What follows belongs to an exercise in optimizing a design on an open flow for small area and a short achievable clock period; a production flow would make more cautious choices.
Only simulation tests tie the RTL to the original design; equivalence was not proved.

// fft
module fft(rst,s,x0,x1,x2,x3,x4,x5,x6,x7,real_out,img_out,clk);
clock: 72.0 ns
lec_check: 0
abc_area: 1
cap_margin: 20
core_margin: 2
core_utilization: 40
slew_margin: 20
standard.sh (not shown) runs the stock make flow with config.mk's settings and CLKGATE_MAP_FILE= SYNTH_SCRIPT=/design/flow/synth_recipe.tcl, a recipe that flattens the netlist after the stock synthesis.
==> flow/flow/run.sh <==
#!/bin/bash
# The standard layout (standard.sh) with these changes:
#  - synthesis: the standard flow's synthesis script (synth_recipe.tcl, unchanged) runs
#    with ABC's area mapper (flow/abc_amap.script) in place of ORFS's abc_area.script, and without Yosys's extract_fa, so ABC maps the adders too. Registers are mapped before either step, so they
#    are the standard synthesis's;
#  - the timing repair steps (floorplan, CTS, global route) aim for a setup
#    slack of SETUP_SLACK_MARGIN ns; the SDC and clock period are unchanged;
#  - every input and output port gets a buf_2 as its buffer.
# Tool output: standard.log here, and ORFS's logs under orfs/logs.
set -e
W=$PWD
cat > $W/synth_own.tcl <<EOT
proc extract_fa {args} { puts "extract_fa skipped" }
proc abc {args} {
  set i [lsearch -exact \$args -script]
  if {\$i >= 0 && "abc_amap.script" ne ""} { lset args [expr {\$i + 1}] $W/flow/abc_amap.script }
  yosys abc {*}\$args
}
source $W/synth_recipe.tcl
EOT
sed -e "s|SYNTH_SCRIPT=[^ ]*|SYNTH_SCRIPT=$W/synth_own.tcl|" standard.sh > standard_own.sh
export SETUP_SLACK_MARGIN=42
export BUFFER_PORTS_ARGS="-buffer_cell sky130_fd_sc_hd__buf_2"
bash standard_own.sh > standard.log 2>&1
==> flow/flow/abc_amap.script <==
strash
balance
rewrite
refactor
balance
rewrite
rewrite -z
balance
refactor -z
rewrite -z
balance
dch
amap
topo
stime -c
buffer -c
upsize -c
dnsize -c
Then changed:
==> flow/flow/run.sh (replaced) <==
#!/bin/bash
export SETUP_SLACK_MARGIN=49
export BUFFER_PORTS_ARGS="-buffer_cell sky130_fd_sc_hd__buf_2"
bash standard.sh > standard.log 2>&1
removed: flow/flow/abc_amap.script
The new run completed without violations.
Critical path depth shrinks by 37.
Worst setup slack improves by 5200 ps.
Die area grows by 29%.
Cell count grows by 24%.
Then changed:
==> flow/flow/run.sh (replaced) <==
#!/bin/bash
# The standard layout (standard.sh) with these changes:
#  - synthesis: the standard flow's synthesis script (synth_recipe.tcl, unchanged) runs
#    with ORFS's own ABC script, and without Yosys's extract_fa, so ABC maps the adders too. Registers are mapped before either step, so they
#    are the standard synthesis's;
#  - the timing repair steps (floorplan, CTS, global route) aim for a setup
#    slack of SETUP_SLACK_MARGIN ns; the SDC and clock period are unchanged;
#  - every input and output port gets a buf_2 as its buffer.
# Tool output: standard.log here, and ORFS's logs under orfs/logs.
set -e
W=$PWD
cat > $W/synth_own.tcl <<EOT
proc extract_fa {args} { puts "extract_fa skipped" }
proc abc {args} {
  set i [lsearch -exact \$args -script]
  if {\$i >= 0 && "" ne ""} { lset args [expr {\$i + 1}] $W/flow/ }
  yosys abc {*}\$args
}
source $W/synth_recipe.tcl
EOT
sed -e "s|SYNTH_SCRIPT=[^ ]*|SYNTH_SCRIPT=$W/synth_own.tcl|" standard.sh > standard_own.sh
export SETUP_SLACK_MARGIN=48
export BUFFER_PORTS_ARGS="-buffer_cell sky130_fd_sc_hd__buf_2"
bash standard_own.sh > standard.log 2>&1
What happened: Via count is higher by 11%; final area is lower by 7.8%; sequential cell count does not change; setup slack loses 170 ps; utilization is lower by 2.1 points; fmax is lower by 0.75%; clock-buffer cell count does not change; critical path depth is higher by 9.
Then changed:
--- a/flow/flow/run.sh
+++ b/flow/flow/run.sh
@@ -3,3 +3,3 @@
 #  - synthesis: the standard flow's synthesis script (synth_recipe.tcl, unchanged) runs
-#    with ORFS's own ABC script, and without Yosys's extract_fa, so ABC maps the adders too. Registers are mapped before either step, so they
+#    with ABC's area mapper (flow/abc_amap.script) in place of ORFS's abc_area.script, and without Yosys's extract_fa, so ABC maps the adders too. Registers are mapped before either step, so they
 #    are the standard synthesis's;
@@ -15,3 +15,3 @@
   set i [lsearch -exact \$args -script]
-  if {\$i >= 0 && "" ne ""} { lset args [expr {\$i + 1}] $W/flow/ }
+  if {\$i >= 0 && "abc_amap.script" ne ""} { lset args [expr {\$i + 1}] $W/flow/abc_amap.script }
   yosys abc {*}\$args
@@ -21,3 +21,3 @@
 sed -e "s|SYNTH_SCRIPT=[^ ]*|SYNTH_SCRIPT=$W/synth_own.tcl|" standard.sh > standard_own.sh
-export SETUP_SLACK_MARGIN=48
+export SETUP_SLACK_MARGIN=43
 export BUFFER_PORTS_ARGS="-buffer_cell sky130_fd_sc_hd__buf_2"
==> flow/flow/abc_amap.script (new file) <==
strash
balance
rewrite
refactor
balance
rewrite
rewrite -z
balance
refactor -z
rewrite -z
balance
dch
amap
topo
stime -c
buffer -c
upsize -c
dnsize -c
=> Synthesized area falls by about 20%; final cell count falls by 30%; utilization falls by 1.2 points; final area falls by about 22%; global-route usage rises by 3.0 points.

---

## run 1
Another version of the RTL of fft (not shown whole).
Size: roughly 9800 cells after synthesis, roughly 350 flip-flops, about 56000 um2 of cells after synthesis.
clock: 72.0 ns
lec_check: 0
abc_area: 1
cap_margin: 20
core_margin: 2
core_utilization: 40
slew_margin: 20
==> flow/flow/run.sh <==
#!/bin/bash
# The standard layout (standard.sh) with these changes:
#  - synthesis: the standard flow's synthesis script (synth_recipe.tcl, unchanged) runs
#    with ABC's area mapper (flow/abc_amap.script) in place of ORFS's abc_area.script, and without Yosys's extract_fa, so ABC maps the adders too. Registers are mapped before either step, so they
#    are the standard synthesis's;
#  - the timing repair steps (floorplan, CTS, global route) aim for a setup
#    slack of SETUP_SLACK_MARGIN ns; the SDC and clock period are unchanged;
#  - every input and output port gets a buf_1 as its buffer.
# Tool output: standard.log here, and ORFS's logs under orfs/logs.
set -e
W=$PWD
cat > $W/synth_own.tcl <<EOT
proc extract_fa {args} { puts "extract_fa skipped" }
proc abc {args} {
  set i [lsearch -exact \$args -script]
  if {\$i >= 0 && "abc_amap.script" ne ""} { lset args [expr {\$i + 1}] $W/flow/abc_amap.script }
  yosys abc {*}\$args
}
source $W/synth_recipe.tcl
EOT
sed -e "s|SYNTH_SCRIPT=[^ ]*|SYNTH_SCRIPT=$W/synth_own.tcl|" standard.sh > standard_own.sh
export SETUP_SLACK_MARGIN=48
export BUFFER_PORTS_ARGS="-buffer_cell sky130_fd_sc_hd__buf_1"
bash standard_own.sh > standard.log 2>&1
==> flow/flow/abc_amap.script <==
strash
balance
rewrite
refactor
balance
rewrite
rewrite -z
balance
refactor -z
rewrite -z
balance
dch
amap
topo
stime -c
buffer -c
upsize -c
dnsize -c
Run 1 completed end to end with timing, DRC and antenna clean.
diff inputs: run 1 => run 2
diff --git a/flow/flow/run.sh b/flow/flow/run.sh
--- a/flow/flow/run.sh
+++ b/flow/flow/run.sh
@@ -8 +8 @@
-#  - every input and output port gets a buf_1 as its buffer.
+#  - every input and output port gets a buf_2 as its buffer.
@@ -22,2 +22,2 @@
-export SETUP_SLACK_MARGIN=48
-export BUFFER_PORTS_ARGS="-buffer_cell sky130_fd_sc_hd__buf_1"
+export SETUP_SLACK_MARGIN=45
+export BUFFER_PORTS_ARGS="-buffer_cell sky130_fd_sc_hd__buf_2"
- Higher number of filler instances in the final layout was reported by run 2, not run 1.
- The cell area after placement of run 2 is higher than that of run 1.
- Taking run 1 as the reference, in run 2 arrival time of the worst setup path went up 16.66 ns; routed wire length went down 4.4%; post-route minimum period went up 1.77 ns; maximum cell stage delay along the critical path went up 0.18 ns; area of all sequential standard cells held.
- NOTE cell depth of the worst setup path run 1->run 2 decreased by more than a quarter
- Wire length of the first global-routing pass (run 2 over run 1): decrease, 2.1%
- The lower setup slack after layout came out of run 2.
- Side by side, routed via count turned out lower in run 2 than in run 1.
Changes in run 3 relative to run 2:
diff --git a/flow/flow/run.sh b/flow/flow/run.sh
--- a/flow/flow/run.sh
+++ b/flow/flow/run.sh
@@ -22 +22 @@
-export SETUP_SLACK_MARGIN=45
+export SETUP_SLACK_MARGIN=46
Notes after the runs:
- Taking run 2 as the reference, in run 3 proportion of cell area occupied by multi-input gates went down 0.27 points, layout-stage area growth over the synthesis result grew by 1.0 points.
- Run 3 vs run 2: wire length up slightly
- NOTE fmax run 2->run 3 increased by a few percent

[static timing again, ports no longer ideal]
In the flow no input, the clock included, has a driving cell. The finished layouts below were timed again as built, in two steps.
Step 1 sets driving cells, clkbuf_16 on the clock port and buf_2 on the other inputs (assumed; they add their load-dependent delay and slew).
Step 2 times the ports against the registers' clock, not the clock port: input delays grow and output delays shrink by t, the midpoint of the rising clock arrivals with the driver on.
Slacks: ideal ports / drivers / drivers and shift; pairs: ideal ports / drivers.
run	t, ns	setup slack, ns	worst register clock-pin slew, ns	worst slew at a driven data input, ns	cell pins on the clock port's net
the first run of note 1	0.657	43.686 / 43.613 / 43.593	0.08 / 0.08	0.13	1
the second run of note 1	0.685	48.901 / 48.832 / 48.894	0.08 / 0.08	0.09	1
the third run of note 1	0.674	48.726 / 48.664 / 48.306	0.07 / 0.07	0.15	1
the fourth run of note 1	0.661	44.289 / 44.215 / 44.414	0.08 / 0.08	0.13	1
run 1	0.712	47.944 / 47.864 / 47.790	0.08 / 0.08	0.22	1
run 2	0.697	46.175 / 46.153 / 45.456	0.07 / 0.07	0.10	1
run 3	0.700	47.018 / 46.932 / 46.450	0.08 / 0.08	0.11	1
After both steps setup and hold are still met in every run listed. For run 2, which loses most, drivers alone change the setup slack by -0.022 ns; drivers and shift together by -0.719 ns.
